This is an optimization exercise on Yosys and OpenROAD, whose aim is small area, not a production implementation.
For this run, only the layout was checked, not whether the RTL still works.
No activity file was given, so power comes from the tool's default toggle rates.

==> run.sh <==
#!/bin/bash
# synth_recipe.tcl (not shown) runs the flow's synth.tcl, then flattens the netlist and writes it again
# the make line also repeats each setting of config.mk as NAME=value (left out here)
make -C /OpenROAD-flow-scripts/flow DESIGN_CONFIG=/design/flow/config.mk WORK_HOME=/design/flow/orfs CLKGATE_MAP_FILE= SYNTH_SCRIPT=/design/flow/synth_recipe.tcl finish
==> config.mk <==
export PLATFORM = sky130hd
export DESIGN_NAME = LightShow
export DESIGN_NICKNAME = LightShow
export VERILOG_FILES = /design/flow/design.v
export SDC_FILE = /design/flow/constraint.sdc
export NUM_CORES = 4
export LEC_CHECK = 0
export CAP_MARGIN = 20
export CORE_MARGIN = 2
export CORE_UTILIZATION = 25
export CTS_CLUSTER_DIAMETER = 20
export CTS_CLUSTER_SIZE = 5
export PLACE_DENSITY = 0.5
export SLEW_MARGIN = 20
==> constraint.sdc <==
create_clock -name core_clock -period 10.0 [get_ports {Clock}]
set_input_delay 2.0000 -clock core_clock [delete_from_list [all_inputs] [get_ports {Clock}]]
set_output_delay 2.0000 -clock core_clock [all_outputs]
set_load 0.01 [all_outputs]
==> design.v <==
module myrrBcd7sdDecoder(Input, Output);
  input  [3:0]Input;
  output [6:0]Output;
  reg    [6:0]Output;
  always @ (Input)
  begin
    case (Input)
      4'b0000 : Output = 7'b1000000;  
      4'b0001 : Output = 7'b1111001;  
      4'b0010 : Output = 7'b0100100;  
      4'b0011 : Output = 7'b0110000;  
      4'b0100 : Output = 7'b0011001;  
      4'b0101 : Output = 7'b0010010;  
      4'b0110 : Output = 7'b0000010;  
      4'b0111 : Output = 7'b1111000;  
      4'b1000 : Output = 7'b0000000;  
      4'b1001 : Output = 7'b0010000;  
      4'b1010 : Output = 7'b0001000;  
      4'b1011 : Output = 7'b0000011;  
      4'b1100 : Output = 7'b1000110;  
      4'b1101 : Output = 7'b0100001;  
      4'b1110 : Output = 7'b0000110;  
      4'b1111 : Output = 7'b0001110;  
    endcase
  end
endmodule
module myrr50M10H(Clock, Reset, Control);
  input  Clock;
  input  Reset;
  output Control;
  reg    Control;
  reg    [31:0]Q;
  always @ (posedge Clock)
   begin
    if (Reset)
     begin
      Q <= 32'd0;
      Control <= 1'b0;
     end
    else if (Q == 32'd9)
     begin
      Q <= 32'd0;
      Control <= 1'b1;
     end
    else
     begin
      Q <= Q + 1;
      Control <= 1'b0;
     end
   end
endmodule
module LightShow(
 Clock,
 Reset,
 Disp3,
 Disp2,
 Disp1,
 Disp0,
 LedRed,
 LedGrn
 );
  input       Clock;
  input       Reset;
  output [6:0]Disp3;
  output [6:0]Disp2;
  output [6:0]Disp1;
  output [6:0]Disp0;
  output [9:0]LedRed;
  output [7:0]LedGrn;
  wire        Pulse;
  reg   [15:0]Stopwatch;
  reg    [9:0]StateLedRed;
  reg    [3:0]SlideLedRed;
  reg    [7:0]StateLedGrn;
  reg    [3:0]SlideLedGrn;
  reg   [17:0]StateLedAll;
  reg    [4:0]SlideLedAll;
  reg   [27:0]StateDisplay;
  reg    [7:0]SnakeDisplay;
  reg    [3:0]StateHex;
  wire   [6:0]DispHex;
  reg    [7:0]TextPacer;
  reg   [15:0]RTN0START;
  reg   [15:0]RTN1START;
  reg   [15:0]RTN2START;
  reg   [15:0]RTN3START;
  reg   [15:0]RTN4START;
  reg   [15:0]RTN5START;
  reg   [15:0]RTN0CYCLE;
  myrrBcd7sdDecoder HexDisplay(StateHex, DispHex);
  myrr50M10H MasterClock(Clock, Reset, Pulse);
  always @ (posedge Clock)
   if (Reset)
    begin
     Stopwatch    = 16'd0;
     StateLedRed  = 10'd0;
     SlideLedRed  = 4'd0;
     StateLedGrn  = 8'd0;
     SlideLedGrn  = 4'd0;
     StateLedAll  = 18'd0;
     SlideLedAll  = 5'd0;
     StateDisplay = 28'd0;
     SnakeDisplay = 8'd0;
     StateHex     = 4'd0;
     TextPacer    = 8'd0;
    end
   else if (Pulse)
   begin
    RTN0START = 16'b0000_0000__0000_0000;
    RTN1START = 16'b0000_0000__0001_1100;
    RTN2START = 16'b0000_0000__0100_1100;
    RTN3START = 16'b0000_0000__0111_0111;
    RTN4START = 16'b0000_0000__1011_0111;
    RTN5START = 16'b0000_0000__1111_0001;
    RTN0CYCLE = 16'b0000_0001__1110_0011;
    if (Stopwatch == RTN0START)
     begin
      StateDisplay = 28'b1000000_0000000__0000000_0000000;
      StateLedAll  = 18'b10001_00100__1000_0000;
      StateLedRed  = 10'b00000_00001;
      StateLedGrn  =               8'b0000_0000;
     end
    if (Stopwatch < RTN1START)
     begin
      StateDisplay = (StateDisplay >> 1) + (1 << 27);
      if (Stopwatch < 16'b0000_0000__0000_1010)
       begin
        StateLedAll = StateLedAll << 1;
       end
      else
       begin
        StateLedAll = (StateLedAll >> 1) + (1 << 17);
       end
      StateLedRed = StateLedAll[17:8];
      StateLedGrn = StateLedAll[7:0];
     end
    else if (Stopwatch < RTN2START)
     begin
      if (Stopwatch == RTN1START)
       begin
        StateLedRed = 10'b11110_00000;
        SlideLedRed = 4'b0000;
        StateLedGrn =   8'b0000_1111;
        SlideLedGrn = 3'b000;
        StateHex    = 4'b0000;
       end
      else
       begin
        if (SlideLedGrn < 4'b0101)
         begin
          StateLedGrn = StateLedGrn << 1;
         end
        else if (SlideLedGrn < 4'b1001)
         begin
          StateLedGrn = StateLedGrn >> 1;
         end
        else if (SlideLedGrn == 4'b1001)
         begin
          StateLedGrn = StateLedGrn << 1;
          SlideLedGrn = 4'b0001;
         end
        if (SlideLedRed < 4'b0111)
         begin
          StateLedRed = StateLedRed >> 1;
         end
        else if (SlideLedRed < 4'b1101)
         begin
          StateLedRed = StateLedRed << 1;
         end
        else if (SlideLedRed == 4'b1101)
         begin
          StateLedRed = StateLedRed >> 1;
          SlideLedRed = 4'b0001;
         end
       end
      StateDisplay[27:21] = ~DispHex;
      StateDisplay[20:14] = ~DispHex;
      StateDisplay[13:7]  = ~DispHex;
      StateDisplay[6:0]   = ~DispHex;
      SlideLedRed = SlideLedRed + 1;
      SlideLedGrn = SlideLedGrn + 1;
      StateHex    = StateHex    + 1;
     end
    else if (Stopwatch < RTN3START)
     begin
      if (Stopwatch == RTN2START)
       begin
        StateLedAll = 18'b11110_00000__0000_0000;
        SlideLedAll = 5'b0_0000;
       end
      else if (SlideLedAll < 5'b0_1111)
       begin
        StateLedAll = StateLedAll >> 1;
       end
      else if (SlideLedAll < 5'b1_1101)
       begin
        StateLedAll = StateLedAll << 1;
       end
      else if (SlideLedAll == 5'b1_1101)
       begin
        StateLedAll = StateLedAll >> 1;
        SlideLedAll = 5'b0_0001;
       end
      StateDisplay[27:21] = ~DispHex;
      StateDisplay[20:14] = ~DispHex;
      StateDisplay[13:7]  = ~DispHex;
      StateDisplay[6:0]   = ~DispHex;
      StateHex = StateHex + 1;
      StateLedRed = StateLedAll[17:8];
      StateLedGrn = StateLedAll[7:0];
      SlideLedAll = SlideLedAll + 1;
     end
    else if (Stopwatch < RTN4START)
     begin
      if (Stopwatch == RTN3START)
       begin
        StateDisplay = 28'b0000000_0000000__0000000_0000000;
        SnakeDisplay = 8'b0000_0000;
        StateLedAll  = 18'b00000_00000__0000_0011;
       end
      case (SnakeDisplay)
        8'b0000_0000 : StateDisplay = StateDisplay + (1 << 3)  - (StateDisplay[14] ? (1 << 14) : 0);
        8'b0000_0001 : StateDisplay = StateDisplay + (1 << 10) - (StateDisplay[21] ? (1 << 21) : 0);
        8'b0000_0010 : StateDisplay = StateDisplay + (1 << 17);
        8'b0000_0011 : StateDisplay = StateDisplay + (1 << 24);
        8'b0000_0100 : StateDisplay = StateDisplay + (1 << 25) - (1 << 3);
        8'b0000_0101 : StateDisplay = StateDisplay + (1 << 27) - (1 << 10);
        8'b0000_0110 : StateDisplay = StateDisplay + (1 << 20) - (1 << 17);
        8'b0000_0111 : StateDisplay = StateDisplay + (1 << 13) - (1 << 24);
        8'b0000_1000 : StateDisplay = StateDisplay + (1 << 6)  - (1 << 25);
        8'b0000_1001 : StateDisplay = StateDisplay + (1 << 1)  - (1 << 27);
        8'b0000_1010 : StateDisplay = StateDisplay + (1 << 0)  - (1 << 20);
        8'b0000_1011 : StateDisplay = StateDisplay + (1 << 7)  - (1 << 13);
        8'b0000_1100 : StateDisplay = StateDisplay + (1 << 14) - (1 << 6);
        8'b0000_1101 : StateDisplay = StateDisplay + (1 << 21) - (1 << 1);
        8'b0000_1110 : StateDisplay = StateDisplay             - (1 << 0);
        8'b0000_1111 : StateDisplay = StateDisplay             - (1 << 7);
        8'b0001_0000 : SnakeDisplay = 8'b1111_1111;
      endcase
      StateLedAll = (StateLedAll << 1) + (StateLedAll[3] ? 0 : 1);
      StateLedRed = StateLedAll[17:8];
      StateLedGrn = StateLedAll[7:0];
      SnakeDisplay = SnakeDisplay + 1;
     end
    else if (Stopwatch < RTN5START)
     begin
      if (Stopwatch == RTN4START)
       begin
        StateDisplay = 28'b0000000_0000000__0000000_0000000;
        SnakeDisplay = 8'b0000_0000;
        StateLedAll  = 18'b11000_00000__0000_0000;
       end
      case (SnakeDisplay)
        8'b00000 : StateDisplay = StateDisplay + (1 << 1);
        8'b00001 : StateDisplay = StateDisplay + (1 << 2);
        8'b00010 : StateDisplay = StateDisplay + (1 << 3);
        8'b00011 : StateDisplay = StateDisplay + (1 << 4);
        8'b00100 : StateDisplay = StateDisplay + (1 << 5)  - (1 << 1);
        8'b00101 : StateDisplay = StateDisplay + (1 << 7)  - (1 << 2);
        8'b00110 : StateDisplay = StateDisplay + (1 << 12) - (1 << 3);
        8'b00111 : StateDisplay = StateDisplay + (1 << 11) - (1 << 4);
        8'b01000 : StateDisplay = StateDisplay + (1 << 17) - (1 << 5);
        8'b01001 : StateDisplay = StateDisplay + (1 << 18) - (1 << 7);
        8'b01010 : StateDisplay = StateDisplay + (1 << 19) - (1 << 12);
        8'b01011 : StateDisplay = StateDisplay + (1 << 21) - (1 << 11);
        8'b01100 : StateDisplay = StateDisplay + (1 << 26) - (1 << 17);
        8'b01101 : StateDisplay = StateDisplay + (1 << 25) - (1 << 18);
        8'b01110 : StateDisplay = StateDisplay + (1 << 24) - (1 << 19);
        8'b01111 : StateDisplay = StateDisplay + (1 << 23) - (1 << 21);
        8'b10000 : StateDisplay = StateDisplay + (1 << 22) - (1 << 26);
        8'b10001 : StateDisplay = StateDisplay + (1 << 14) - (1 << 25);
        8'b10010 : StateDisplay = StateDisplay + (1 << 15) - (1 << 24);
        8'b10011 : StateDisplay = StateDisplay + (1 << 16) - (1 << 23);
        8'b10100 : StateDisplay = StateDisplay + (1 << 10) - (1 << 22);
        8'b10101 : StateDisplay = StateDisplay + (1 << 9)  - (1 << 14);
        8'b10110 : StateDisplay = StateDisplay + (1 << 8)  - (1 << 15);
        8'b10111 : StateDisplay = StateDisplay + (1 << 0)  - (1 << 16);
        8'b11000 : StateDisplay = StateDisplay + (1 << 1)  - (1 << 10);
        8'b11001 : StateDisplay = StateDisplay + (1 << 2)  - (1 << 9);
        8'b11010 : StateDisplay = StateDisplay             - (1 << 8);
        8'b11011 : StateDisplay = StateDisplay             - (1 << 0);
        8'b11100 : StateDisplay = StateDisplay             - (1 << 1);
        8'b11101 : StateDisplay = StateDisplay             - (1 << 2);
        8'b11110 : SnakeDisplay = 8'b1111_1111;
      endcase
      StateLedAll = (StateLedAll >> 1) + (StateLedAll[15] ? 0 : (1 << 17));
      StateLedRed = StateLedAll[17:8];
      StateLedGrn = StateLedAll[7:0];
      SnakeDisplay = SnakeDisplay + 1;
     end
    else if (Stopwatch < RTN0CYCLE)
     begin
      if (Stopwatch == RTN5START)
       begin
        StateDisplay = 28'b0000000_0000000_0000000_0000000;  
        StateLedAll = 18'b11111_11111__0000_0000;
        TextPacer = 8'b0000_0000;
       end
      if (TextPacer[2:0] == 3'b000)
       begin
        StateDisplay = StateDisplay << 7;
        case (TextPacer)
         8'b0000_1000 : StateDisplay = StateDisplay + 7'b1110110;  
         8'b0001_0000 : StateDisplay = StateDisplay + 7'b1111001;  
         8'b0001_1000 : StateDisplay = StateDisplay + 7'b0111000;  
         8'b0010_0000 : StateDisplay = StateDisplay + 7'b0111000;  
         8'b0010_1000 : StateDisplay = StateDisplay + 7'b1011100;  
         8'b0011_0000 : StateDisplay = StateDisplay + 7'b0000000;  
         8'b0011_1000 : StateDisplay = StateDisplay + 7'b1110110;  
         8'b0100_0000 : StateDisplay = StateDisplay + 7'b1110111;  
         8'b0100_1000 : StateDisplay = StateDisplay + 7'b0111110;  
         8'b0101_0000 : StateDisplay = StateDisplay + 7'b1111001;  
         8'b0101_1000 : StateDisplay = StateDisplay + 7'b0000000;  
         8'b0110_0000 : StateDisplay = StateDisplay + 7'b1110111;  
         8'b0110_1000 : StateDisplay = StateDisplay + 7'b0000000;  
         8'b0111_0000 : StateDisplay = StateDisplay + 7'b1010100;  
         8'b0111_1000 : StateDisplay = StateDisplay + 7'b0110000;  
         8'b1000_0000 : StateDisplay = StateDisplay + 7'b0111001;  
         8'b1000_1000 : StateDisplay = StateDisplay + 7'b1111001;  
         8'b1001_0000 : StateDisplay = StateDisplay + 7'b0000000;  
         8'b1001_1000 : StateDisplay = StateDisplay + 7'b1011110;  
         8'b1010_0000 : StateDisplay = StateDisplay + 7'b1110111;  
         8'b1010_1000 : StateDisplay = StateDisplay + 7'b1101110;  
        endcase
       end
      SnakeDisplay = SnakeDisplay + 1;
      StateLedAll = ~StateLedAll;
      TextPacer = TextPacer + 1;
      StateLedRed = StateLedAll[17:8];
      StateLedGrn = StateLedAll[7:0];
     end
    else
     begin
      Stopwatch = ~(16'b0000_0000__0000_0000);
     end
    Stopwatch = Stopwatch + 1;
   end
  assign Disp3 = ~StateDisplay[27:21];
  assign Disp2 = ~StateDisplay[20:14];
  assign Disp1 = ~StateDisplay[13:7];
  assign Disp0 = ~StateDisplay[6:0];
  assign LedRed = StateLedRed;
  assign LedGrn = StateLedGrn;
endmodule
==> metrics.cfg <==
[sta]
setup_viol = 0
worst_pin_slew_ps = 1350
fmax_mhz = 123
fin_ws_ps = 1890
skew_ps = 47.9
hold_violations = 0
slew_violations = 0
grt_setup_unrepaired = no
fin_crit_ps = 8110
tns_ps = 0
finalCritPeriodShare = 0.811
slew-limit-headroom = 0.0903

[worst_setup_path]
endpoint_kind = flop
crit_path_max_incr_delay_ps = 890
crit_path_max_fanout = 97
path_delay_family = compound AO/OA/AOI/OAI gates
cp_slowest_cell = o31ai_1
cp_num_buf_inv = 2
crit_path_start_kind = flop
cp.required_ps = 10390
worstPathArrival_ps = 8500
crit_type = flop to flop
cp_common_cell = o21ai_0
crit_chain = nor4_1 > nand2_1 > a21oi_4 > buf_12 > nor2_1 > clkinv_1 > ha_1 > and2_1 > nand3_1 > o21ai_0 > nor3_1 > a21oi_1 > o41a_1 > a21oi_1 > o21ai_0 > o2111ai_1 > o31ai_1 > o21ai_0

[route]
first_pass_iters = 14
drt-initial-drc-count = 10400
ant_nets = 0
drc = 0
via_count = 52200
via_per_inst = 7.43
wl_per_cell_um = 45.1
drt_wl_total_um = 317000

[min_path]
holdCritPathClass = flop to flop

[synth]
seq_area_frac_synth = 0.0925
synth.area.top_cells = dfxtp_1 9.2%, a21oi_1 7.8%, o21ai_0 7.1%, nand2_1 6.8%, nor2_1 6.5%
yosysWarnings = 3
synthDistinctLibCells = 107
ys.flop_type = dfxtp_1
synthCells = 5336
synth.most_common_cell = nand2_1
synth-compound-area-share = 0.411
synth_simple_gate_area_frac = 0.305
synthAdderAreaFrac = 0.0551
synth.mux.area_fraction = 0.0157
ys_ff_latch = 153
synth_edf_count = 0
synth_top_family_by_area = compound AO/OA/AOI/OAI gates
synth_top_cell_by_area = dfxtp_1
synth_xor_area_frac = 0.0481
async_reset_ff_frac = 0
synth_area_mm2 = 0.0331
synth_nets = 5484
netlist.area_leader.share = 0.0925
synth_common_cells = 598 x nand2_1, 578 x nor2_1, 519 x a21oi_1, 468 x o21ai_0, 333 x clkbuf_1
syn_area_per_cell_um2 = 6.21

[run]
max_cap_violations = 0

[grt]
antenna_found_initial = 56
grt_pass1_wl_um = 421000
grt_start_max_net_pins = 98
grt_usage = 0.445
grt_pass1_vias = 47100
grt_overflow_total = 0

[placement]
pre_cts_slack_ps = 2460
placed_area_mm2 = 0.0364
detailed_place_hpwl_um = 231000
port_buffers = 47
routabilityCongestion = 1.12

[clock_network]
cts_tree = done
cts_buffers = 17
clkLatencyLatePin_ps = 540
cts.sinks = 153
cts_max_level = 4
cts.path.max_buffers = 2
post_cts_resize_count = 0
postCtsSetupBuffers = 0
clk_pin_slew_ps = 120
ctsHoldBuffers = 0
cts_root_buf = clkbuf_16

[power]
p_switching_uw = 447
p_comb_frac = 0.023
ir_drop_uv = 151
powerDensity_mw_per_mm2 = 37.7
sw_frac_of_total = 0.320
clkPwrFrac = 0.538
intPower_uw = 952
p_leak_nw = 12.9
seqPwrFrac = 0.439

[floorplanning]
num_io_pins = 48
initial_core_util = 0.252
fp.dieW_um = 368
dieArea_mm2 = 0.135
core_mm2 = 0.131
rows = 133
chipHeight_um = 368

[cells_and_area]
drive_above_1_share = 0.0925
nets = 5389
syn2layout_area_growth_pct = 12.0
final_area_mm2 = 0.0371
utilization = 0.282

[run_status]
status = complete, no violations

==> logic make-up after synthesis <==
| kind of cell | after synthesis |
|---|---|
| and+or+nand+nor | 2120 |
| AOI/OAI and AO/OA | 2098 |
| buffers and inverters | 587 |
| xor gates and xnor gates | 182 |
| DFF | 153 |
| adders and majority gates | 146 |
| muxes | 50 |
==> layout by cell type (no fill, tap or decap), drive strengths merged, types with 36 or more instances in the layout <==
cell / n
a2111oi: 48
mux2i: 42
and3: 58
a22oi: 68
o31ai: 43
inv: 127
nor3: 189
a31oi: 143
nor4: 95
and2: 58
o22ai: 115
xor2: 51
a21oi: 522
clkdlybuf4s50: 46
nand4: 100
o221ai: 49
dfxtp: 153
xnor2: 131
nand2: 599
nand3: 234
o2111ai: 36
ha: 146
nor2: 582
o211ai: 86
a211oi: 83
buf: 293
a221oi: 60
o21ai: 509
==> per-layer routing <==
metal | vias up | share of wire | track usage | wire (µm)
li1 | 20200 | - | - | -
met1 | 25000 | 0.37 | 0.533 | 117000
met2 | 5321 | 0.37 | 0.594 | 118000
met3 | 1683 | 0.15 | 0.215 | 48900
met4 | 48 | 0.10 | 0.356 | 33300
met5 | - | 0.0015 | 0.00890 | 464
==> flip-flops by register name (all words and copies together) (netlist names) <==
register / cells
MasterClock.Q: 32
StateDisplay: 28
StateLedAll: 18
Stopwatch: 16
StateLedRed: 10
SnakeDisplay: 8
StateLedGrn: 8
TextPacer: 8
DispHex: 7
SlideLedAll: 5
SlideLedGrn: 4
SlideLedRed: 4
StateHex: 4
MasterClock.Control: 1
==> through the flow <==
step / cells / hold WS [ps] / power, mW
finish: 7033 / 492 / 1.40
detailed placement: 6974 / 470 / 0.660
global placement: 6973 / 457 / 0.659
global route: 7011 / 514 / 1.42
CTS: 7006 / 491 / 1.39
floorplan: 5336 / 441 / 0.647
==> final timing paths <==
| check | from | endpoint | slack [ps] | cells after the start |
|---|---|---|---|---|
| worst max-delay path | Stopwatch[4] | StateDisplay[23] | 1890 | 18 |
| worst min-delay path | MasterClock.Q[0] | MasterClock.Q[0] | 490 | 1 |
| worst max register to register | Stopwatch[4] | StateDisplay[23] | 1890 | 18 |
| worst min register to register | MasterClock.Q[0] | MasterClock.Q[0] | 490 | 1 |
==> final cells by class <==
class	instances	area (µm²)
clock buffers	17	425
diodes	24	60.1
multi-input cells	4596	28000
clock inverters	15	150
flip-flops and latches	153	3060
repair buffers	340	2690
fillers	15000	94400
inverters	133	499
well taps	1755	2200
==> power by group through the flow <==
| stage | Clock, mW | Sequential (mW) | Combinational, mW |
|---|---|---|---|
| floorplan | 0 | 0.627 | 0.0204 |
| global placement | 0 | 0.628 | 0.0314 |
| detailed placement | 0 | 0.628 | 0.0315 |
| CTS | 0.749 | 0.614 | 0.0315 |
| global route | 0.769 | 0.614 | 0.0338 |
| finish | 0.753 | 0.614 | 0.0327 |

## separate check: timing with driven ports
The results above use ideal ports. As a check the final layout listed here was re-extracted and re-timed, cells and wires unchanged. Step 1, drivers: a clkbuf_16 drives Clock and a buf_2 each remaining input, both assumed. Step 2 also shifts input and output timing later by t, the mid clock arrival at the registers, as if the neighbouring blocks saw the same clock. Slacks: ideal / step 1 / step 2; pairs: ideal / step 1.
t (ns): 0.586
setup WS [ns]: 1.892 / 1.892 / 1.892
hold WS [ns]: 0.492 / 0.492 / 0.492
worst setup path at the end: register to register
slew at the worst register clock pin (ns): 0.12 / 0.12
After both steps setup and hold are still met in this run. The setup slack of this run moves by 0.000 ns with the drivers and by 0.000 ns with both steps.
